This design comes from an exercise in tuning for small area on the open sky130 flow, not from production work. Where RTL was checked, it was by simulation tests only, not by an equivalence proof against the original. No activity file was given, so power comes from the tool's default toggle rates.

// frame_top
module frame_top (
    input         clk,
    input         rst_n,
    input  [15:0] data_in,
    output        crc_err,
    output        fifo_full,
    output        fifo_empty,
    output        crc_valid_o,
    output        data_out_ch1,
    output        data_out_ch2,
    output        data_out_ch3,
    output        data_out_ch4,
    output        data_out_ch5,
    output        data_out_ch6,
    output        data_out_ch7,
    output        data_out_ch8,
    output        data_vld_ch1,
    output        data_vld_ch2,
    output        data_vld_ch3,
    output        data_vld_ch4,
    output        data_vld_ch5,
    output        data_vld_ch6,
    output        data_vld_ch7,
    output        data_vld_ch8
);
Size: about 200 flip-flops, about 38 I/O pins.
export LEC_CHECK = 0
export CAP_MARGIN = 0
export CORE_MARGIN = 2
export CORE_UTILIZATION = 40
export PLACE_DENSITY = 0.6
export SLEW_MARGIN = 0
export SYNTH_HIERARCHICAL = 1
create_clock -name core_clock -period 5.0 [get_ports {clk}]
standard.sh (not shown) runs the stock make flow with config.mk's settings and CLKGATE_MAP_FILE= SYNTH_SCRIPT=/design/flow/synth_recipe.tcl, a recipe that flattens the netlist after the stock synthesis.
==> flow/flow/run.sh <==
#!/bin/bash
# The standard layout (standard.sh, standard synthesis unchanged), with two
# changes: the port buffers are buf_1 cells, and clock tree synthesis uses
# clkbuf_8 in clusters of up to 16 sinks without dummy loads.
set -euo pipefail
export BUFFER_PORTS_ARGS="-buffer_cell sky130_fd_sc_hd__buf_1"
export CTS_ARGS="-sink_clustering_enable -repair_clock_nets -sink_clustering_size 30 -sink_clustering_max_diameter 200 -buf_list sky130_fd_sc_hd__clkbuf_16 -dont_use_dummy_load"
bash standard.sh > standard.log 2>&1
Change:
==> flow/flow/run.sh (replaced) <==
#!/bin/bash
# The standard layout (standard.sh, standard synthesis unchanged), with two
# changes: the port buffers are buf_1 cells, and clock tree synthesis uses
# clkbuf_8 in clusters of up to 16 sinks without dummy loads.
set -euo pipefail
export BUFFER_PORTS_ARGS="-buffer_cell sky130_fd_sc_hd__buf_1"
export CTS_ARGS="-sink_clustering_enable -repair_clock_nets -sink_clustering_size 16 -sink_clustering_max_diameter 60 -buf_list {sky130_fd_sc_hd__clkbuf_4 sky130_fd_sc_hd__clkbuf_8} -dont_use_dummy_load"
bash standard.sh > standard.log 2>&1
--- a/flow/config.mk
+++ b/flow/config.mk
@@ -7,7 +7,10 @@
 export LEC_CHECK = 0
-export CAP_MARGIN = 0
+export CAP_MARGIN = 20
 export CORE_MARGIN = 2
 export CORE_UTILIZATION = 40
+export CTS_BUF_LIST = sky130_fd_sc_hd__clkbuf_8
+export CTS_CLUSTER_DIAMETER = 150
+export CTS_CLUSTER_SIZE = 16
 export PLACE_DENSITY = 0.6
-export SLEW_MARGIN = 0
+export SLEW_MARGIN = 20
 export SYNTH_HIERARCHICAL = 1
After rerunning: Wire length stays flat; critical path depth stays the same; utilization decreases by 0.98 points; die area stays the same; global-route usage hardly moves; cell area decreases by a few percent; count of clock-buffer cells in the layout stays the same; register-to-register slack hardly moves.
Change:
==> flow/run.sh (new file) <==
#!/bin/bash
# synth_recipe.tcl (not shown) runs the flow's synth.tcl, then flattens the netlist and writes it again
# the make line also repeats each setting of config.mk as NAME=value (left out here)
make -C /OpenROAD-flow-scripts/flow DESIGN_CONFIG=/design/flow/config.mk WORK_HOME=/design/flow/orfs CLKGATE_MAP_FILE= SYNTH_SCRIPT=/design/flow/synth_recipe.tcl finish
removed: flow/flow/run.sh
removed: flow/standard.sh
After rerunning: The new run produced a clean layout. Wire length drops by 1.1%. Area after synthesis does not change. Final area increases by 4.2%.
Change:
==> flow/flow/run.sh (new file) <==
#!/bin/bash
# The standard layout (standard.sh, standard synthesis unchanged), with two
# changes: the port buffers are buf_1 cells, and clock tree synthesis uses
# clkbuf_8 in clusters of up to 16 sinks without dummy loads.
set -euo pipefail
export BUFFER_PORTS_ARGS="-buffer_cell sky130_fd_sc_hd__buf_1"
export CTS_ARGS="-sink_clustering_enable -repair_clock_nets -sink_clustering_size 16 -sink_clustering_max_diameter 150 -buf_list sky130_fd_sc_hd__clkbuf_8 -dont_use_dummy_load"
bash standard.sh > standard.log 2>&1
==> flow/standard.sh (new file) <==
#!/bin/bash
# synth_recipe.tcl (not shown) runs the flow's synth.tcl, then flattens the netlist and writes it again
# the make line also repeats each setting of config.mk as NAME=value (left out here)
make -C /OpenROAD-flow-scripts/flow DESIGN_CONFIG=/design/flow/config.mk WORK_HOME=/design/flow/orfs CLKGATE_MAP_FILE= SYNTH_SCRIPT=/design/flow/synth_recipe.tcl "${@:-finish}"
==> flow/config.mk (replaced) <==
export PLATFORM = sky130hd
export DESIGN_NAME = frame_top
export DESIGN_NICKNAME = frame_top
export VERILOG_FILES = /design/flow/design.v
export SDC_FILE = /design/flow/constraint.sdc
export NUM_CORES = 4
export LEC_CHECK = 0
export CAP_MARGIN = 0
export CORE_MARGIN = 2
export CORE_UTILIZATION = 60
export PLACE_DENSITY = 0.8
export SLEW_MARGIN = 0
export SYNTH_HIERARCHICAL = 1
removed: flow/run.sh
- The new run produced a clean layout
- critical path depth rises by 6
- first-iteration DRC count rises by 57%
- setup slack improves by 100 ps
- cell count falls by about 12%
- non-clock buffer count does not change
- clock skew rises by 20 ps
- flip-flop and latch count does not change
- wire length falls by 1.1%
- area after synthesis does not change
- fmax rises by 3.5%
Change:
==> flow/flow/run.sh (replaced) <==
#!/bin/bash
# The standard layout (standard.sh, standard synthesis unchanged), with two
# changes: the port buffers are buf_1 cells, and clock tree synthesis uses
# buf_6 cells in clusters of up to 16 sinks without dummy loads.
set -euo pipefail
export BUFFER_PORTS_ARGS="-buffer_cell sky130_fd_sc_hd__buf_1"
export CTS_ARGS="-sink_clustering_enable -repair_clock_nets -sink_clustering_size 16 -sink_clustering_max_diameter 150 -buf_list sky130_fd_sc_hd__buf_6 -dont_use_dummy_load"
bash standard.sh > standard.log 2>&1
--- a/flow/config.mk
+++ b/flow/config.mk
@@ -7,7 +7,10 @@
 export LEC_CHECK = 0
-export CAP_MARGIN = 0
+export CAP_MARGIN = 20
 export CORE_MARGIN = 2
-export CORE_UTILIZATION = 60
-export PLACE_DENSITY = 0.8
-export SLEW_MARGIN = 0
+export CORE_UTILIZATION = 40
+export CTS_BUF_LIST = sky130_fd_sc_hd__clkbuf_8
+export CTS_CLUSTER_DIAMETER = 150
+export CTS_CLUSTER_SIZE = 16
+export PLACE_DENSITY = 0.6
+export SLEW_MARGIN = 20
 export SYNTH_HIERARCHICAL = 1
After rerunning: Wire length climbs by 2.0%. Power goes down by 1.1%. Final area climbs by 0.79%. First-iteration DRC count drops by 32%. Via count came out lower by 0.92%. Count of clock-buffer cells in the layout is unchanged. Utilization went down by 21 points. Area after synthesis is unchanged. Sequential power stays flat. Sequential cell count stays the same. Setup slack gets worse by 45 ps.


frame_top again, from the RTL that the note above started with.
export LEC_CHECK = 0
export CAP_MARGIN = 20
export CORE_MARGIN = 2
export CORE_UTILIZATION = 40
export CTS_BUF_LIST = sky130_fd_sc_hd__clkbuf_8
export CTS_CLUSTER_DIAMETER = 150
export CTS_CLUSTER_SIZE = 16
export PLACE_DENSITY = 0.6
export SLEW_MARGIN = 20
export SYNTH_HIERARCHICAL = 1
create_clock -name core_clock -period 5.0 [get_ports {clk}]
==> flow/flow/run.sh <==
#!/bin/bash
# The standard layout (standard.sh, standard synthesis unchanged), with two
# changes: the port buffers are buf_1 cells, and clock tree synthesis uses
# clkbuf_8 in clusters of up to 16 sinks without dummy loads.
set -euo pipefail
export BUFFER_PORTS_ARGS="-buffer_cell sky130_fd_sc_hd__buf_1"
export CTS_ARGS="-sink_clustering_enable -repair_clock_nets -sink_clustering_size 16 -sink_clustering_max_diameter 150 -buf_list sky130_fd_sc_hd__buf_6 -dont_use_dummy_load"
bash standard.sh > standard.log 2>&1
The starting point produced a clean layout.
Change:
--- a/flow/flow/run.sh
+++ b/flow/flow/run.sh
@@ -6,3 +6,3 @@
 export BUFFER_PORTS_ARGS="-buffer_cell sky130_fd_sc_hd__buf_1"
-export CTS_ARGS="-sink_clustering_enable -repair_clock_nets -sink_clustering_size 16 -sink_clustering_max_diameter 150 -buf_list sky130_fd_sc_hd__buf_6 -dont_use_dummy_load"
+export CTS_ARGS="-sink_clustering_enable -repair_clock_nets -sink_clustering_size 16 -sink_clustering_max_diameter 150 -buf_list sky130_fd_sc_hd__clkbuf_8 -dont_use_dummy_load"
 bash standard.sh > standard.log 2>&1
Effect: The changed run went through all stages and came out clean; utilization came out higher by 0.22 points; synthesized cell count is unchanged; cell count does not change; fmax hardly moves; setup slack improves by 6.7 ps; first-iteration DRC count came out higher by a few percent; clock power came out higher by a few percent; combinational power stays flat; cell area came out higher slightly.


## exp/xenon
The RTL this note starts from:
==> flow/design.v <==
`timescale 1ns/1ns
module frame_top (
    input         clk,
    input         rst_n,
    input  [15:0] data_in,
    output        crc_err,
    output        fifo_full,
    output        fifo_empty,
    output        crc_valid_o,
    output        data_out_ch1,
    output        data_out_ch2,
    output        data_out_ch3,
    output        data_out_ch4,
    output        data_out_ch5,
    output        data_out_ch6,
    output        data_out_ch7,
    output        data_out_ch8,
    output        data_vld_ch1,
    output        data_vld_ch2,
    output        data_vld_ch3,
    output        data_vld_ch4,
    output        data_vld_ch5,
    output        data_vld_ch6,
    output        data_vld_ch7,
    output        data_vld_ch8
);
    localparam [15:0] CRC_OK = 16'h7b9a;
    reg        e1, e2;           
    reg        t1, t2;           
    reg  [3:0] st;               
    reg [15:0] crc;              
    reg  [7:0] ch_sel;
    reg  [7:0] ch_pend;          
    reg        cflag;            
    reg        crc_err_r;
    reg        p0, p1, p2, p3;   
    reg  [3:0] fs;               
    reg  [3:0] wp;               
    reg [15:0] mem [0:7];
    reg  [7:0] vld;              
    reg  [7:0] ow;               
    reg        pb;               
    reg  [3:0] bc;               
    reg  [3:0] rp;               
    wire [15:0] x = data_in ^ ((st[3:1] == 3'd0) ? 16'd0 : crc);
    wire [15:0] crc_nx;
    wire s0 = x[8] ^ x[12];
    wire s1 = x[10] ^ x[14];
    wire s2 = x[5] ^ x[9];
    wire s3 = x[7] ^ x[11];
    wire s4 = x[13] ^ s2;
    wire s5 = x[6] ^ s1;
    wire s6 = x[4] ^ s0;
    wire s7 = x[15] ^ s3;
    wire s8 = x[2] ^ s5;
    wire s9 = x[14] ^ s7;
    wire s10 = x[1] ^ s4;
    wire s11 = x[12] ^ s10;
    wire s12 = x[0] ^ s6;
    wire s13 = x[13] ^ s8;
    wire s14 = x[3] ^ s9;
    wire s15 = x[11] ^ s12;
    wire s16 = x[15] ^ s6;
    assign crc_nx[0] = s15;
    assign crc_nx[1] = s11;
    assign crc_nx[2] = s13;
    assign crc_nx[3] = s14;
    assign crc_nx[4] = s16;
    assign crc_nx[5] = s4 ^ s15;
    assign crc_nx[6] = s5 ^ s11;
    assign crc_nx[7] = s7 ^ s13;
    assign crc_nx[8] = s0 ^ s14;
    assign crc_nx[9] = x[9] ^ x[13] ^ s16;
    assign crc_nx[10] = s1 ^ s4;
    assign crc_nx[11] = x[11] ^ x[15] ^ s5;
    assign crc_nx[12] = x[0] ^ x[4] ^ x[7] ^ x[8] ^ x[15];
    assign crc_nx[13] = x[1] ^ x[8] ^ s2;
    assign crc_nx[14] = x[2] ^ x[6] ^ x[9] ^ x[10];
    assign crc_nx[15] = x[3] ^ x[10] ^ s3;
    wire hdr     = e1 & e2;
    wire trl     = t1 & t2;
    wire in_data = st[3] | st[2];
    wire active  = |vld;
    wire at_trl  = in_data & trl;
    wire good    = (st != 4'd4) & (crc == CRC_OK);
    wire rp_fs   = (rp == fs);
    wire will_ld = (|ch_sel) & (~active | (rp_fs & bc[3] & bc[2]));
    wire full    = (wp[2:0] == rp[2:0]) & (wp[3] ^ rp[3]);
    wire wr_ok   = (st != 4'd0) & ~full;
    wire load    = cflag & p3;
    wire bend    = active & (bc[2:0] == 3'd7);
    wire wend    = bend & bc[3];
    wire last_w  = rp_fs | cflag;
    wire [15:0] rword = mem[rp[2:0]];
    always @(posedge clk or negedge rst_n) begin
        if (!rst_n) begin
            e1 <= 1'b0; e2 <= 1'b0; t1 <= 1'b0; t2 <= 1'b0;
            st <= 4'd0;
            crc_err_r <= 1'b0;
            p0 <= 1'b0; p1 <= 1'b0; p2 <= 1'b0; p3 <= 1'b0;
            cflag <= 1'b0;
            fs <= 4'd0; wp <= 4'd0; rp <= 4'd0;
            vld <= 8'd0;
        end else begin
            e1 <= (data_in == 16'he0e0);
            e2 <= e1;
            t1 <= (data_in == 16'h0e0e);
            t2 <= t1;
            case (st)
                4'd0:    if (hdr) st <= 4'd1;
                4'd1:    st <= 4'd2;
                4'd2:    st <= 4'd3;
                4'd3:    st <= 4'd4;
                4'd12:   st <= 4'd0;
                default: st <= trl ? 4'd0 : st + 4'd1;
            endcase
            crc_err_r <= at_trl & ~good;
            p0 <= at_trl & good;
            p1 <= p0;
            p2 <= p1;
            p3 <= p2;
            if (at_trl & good & will_ld) begin
                fs    <= fs + (st - 4'd4);
                cflag <= 1'b1;
            end else if (load) begin
                cflag <= 1'b0;
            end
            if (st == 4'd0)
                wp <= fs;
            else if (wr_ok)
                wp <= wp + 4'd1;
            if (load)
                vld <= ch_pend;
            else if (wend && last_w)
                vld <= 8'd0;
            if (bend && !bc[3])
                rp <= rp + 4'd1;
        end
    end
    always @(posedge clk) begin
        crc <= crc_nx;
        if (st == 4'd0 && hdr)
            ch_sel <= data_in[7:0];
        if (at_trl & good)
            ch_pend <= ch_sel;
        if (wr_ok)
            mem[wp[2:0]] <= data_in;
        pb <= active & ow[7];
        if (load || (wend && !last_w))
            ow <= rword[15:8];
        else if (bend)
            ow <= rword[7:0];
        else
            ow <= {ow[6:0], 1'b0};
        if (load)
            bc <= 4'd0;
        else
            bc <= bc + 4'd1;
    end
    wire bit_o = ow[7] ^ pb;
    assign crc_err     = crc_err_r;
    assign fifo_full   = 1'b0;
    assign fifo_empty  = ~p3;
    assign crc_valid_o = active;
    assign data_vld_ch1 = vld[0];
    assign data_vld_ch2 = vld[1];
    assign data_vld_ch3 = vld[2];
    assign data_vld_ch4 = vld[3];
    assign data_vld_ch5 = vld[4];
    assign data_vld_ch6 = vld[5];
    assign data_vld_ch7 = vld[6];
    assign data_vld_ch8 = vld[7];
    assign data_out_ch1 = vld[0] & bit_o;
    assign data_out_ch2 = vld[1] & bit_o;
    assign data_out_ch3 = vld[2] & bit_o;
    assign data_out_ch4 = vld[3] & bit_o;
    assign data_out_ch5 = vld[4] & bit_o;
    assign data_out_ch6 = vld[5] & bit_o;
    assign data_out_ch7 = vld[6] & bit_o;
    assign data_out_ch8 = vld[7] & bit_o;
endmodule
Settings: LEC_CHECK=0, CAP_MARGIN=20, CORE_MARGIN=2, CORE_UTILIZATION=40, CTS_BUF_LIST=sky130_fd_sc_hd__clkbuf_4, PLACE_DENSITY=0.6, SLEW_MARGIN=20; clock period 5.0 ns.
run.sh (not shown) runs the stock make flow with config.mk's settings and CLKGATE_MAP_FILE= SYNTH_SCRIPT=/design/flow/synth_recipe.tcl, a recipe that flattens the netlist after the stock synthesis.
Stock flow here: none of the scripts above is used.
exp/xenon was carried through to the last stage, and its layout satisfied the timing, design-rule and antenna checks.
--- input diff exp/xenon..exp/umber ---
Settings: an added CTS_CLUSTER_SIZE of 30; an added CTS_CLUSTER_DIAMETER of 200; a change of CTS_BUF_LIST from sky130_fd_sc_hd__clkbuf_4 to sky130_fd_sc_hd__clkbuf_16.
Findings:
- Sort exp/umber and exp/xenon by aggregate routed wire length, descending, and exp/xenon comes first.
- Between exp/umber and exp/xenon, it is exp/umber whose switching part of the total is lower, by 0.80 points.
- Diff exp/xenon -> exp/umber | standby leakage power | down by a little under 10%
- Sort exp/umber and exp/xenon by clock latency on the worst-skew pair, ascending, and exp/umber comes first.
- Per the comparison of exp/umber with exp/xenon, number of vias after detailed routing down 305, maximum frequency increased by 0.017 GHz relative to the old numbers.
### exp/umber -> exp/delta
Settings: CTS_CLUSTER_SIZE no longer set, was 30; CTS_BUF_LIST now sky130_fd_sc_hd__clkbuf_8, was sky130_fd_sc_hd__clkbuf_16; CTS_CLUSTER_DIAMETER no longer set, was 200.
==> summary.txt <==
Every stage of the flow completed for exp/delta, and the final layout passed the timing, design-rule and antenna checks.
Sequential fraction of total cell area ended up 2.3 points lower on exp/delta than on exp/umber.
Diff exp/umber -> exp/delta | switching power | up by more than a quarter
Wire: exp/delta routes more than exp/umber
No run of this note included a check of the RTL's function; only the layout flow was run.

==> static timing again, ports no longer ideal <==
In the flow no input, the clock included, has a driving cell. The finished layouts below were timed again as built, in two steps. Step 1 sets driving cells, clkbuf_16 on the clock port and buf_2 on the other inputs (assumed; they add their load-dependent delay and slew). Step 2 moves the port delays by t, midway between the first and last clock arrival at a register: inputs arrive t later, outputs are due t later. That takes back most of the time a late clock gives input paths. Slacks: ideal / step 1 / step 2; pairs: ideal / step 1.
| run | t, ns | setup slack, ns | hold WS [ns] | worst setup path at the end | cell pins on the clock port's net |
|---|---|---|---|---|---|
| the first run of note 1 | 0.457 | 2.038 / 2.038 / 2.011 | 0.349 / 0.349 / 0.349 | input to register | 1 |
| the second run of note 1 | 0.485 | 2.035 / 2.035 / 2.002 | 0.353 / 0.353 / 0.353 | input to register | 1 |
| the third run of note 1 | 0.491 | 1.971 / 1.931 / 1.640 | 0.356 / 0.356 / 0.356 | input to register | 1 |
| the fourth run of note 1 | 0.489 | 2.073 / 2.073 / 1.968 | 0.337 / 0.337 / 0.337 | input to register | 1 |
| the fifth run of note 1 | 0.469 | 2.028 / 2.028 / 1.984 | 0.354 / 0.354 / 0.354 | input to register | 1 |
| the first run of note 2 | 0.469 | 2.028 / 2.028 / 1.984 | 0.354 / 0.354 / 0.354 | input to register | 1 |
| the second run of note 2 | 0.485 | 2.035 / 2.035 / 2.002 | 0.353 / 0.353 / 0.353 | input to register | 1 |
| exp/xenon | 0.684 | 1.710 / 1.672 / 2.012 | 0.346 / 0.346 / 0.346 | input to register | 1 |
| exp/umber | 0.499 | 1.889 / 1.846 / 1.984 | 0.357 / 0.357 / 0.357 | input to register | 1 |
| exp/delta | 0.553 | 1.845 / 1.805 / 1.975 | 0.345 / 0.345 / 0.345 | input to register | 1 |
After both steps every run listed still meets setup and hold. The setup slack of the third run of note 1, which loses most, moves by -0.040 ns with the drivers and by -0.331 ns with both steps.
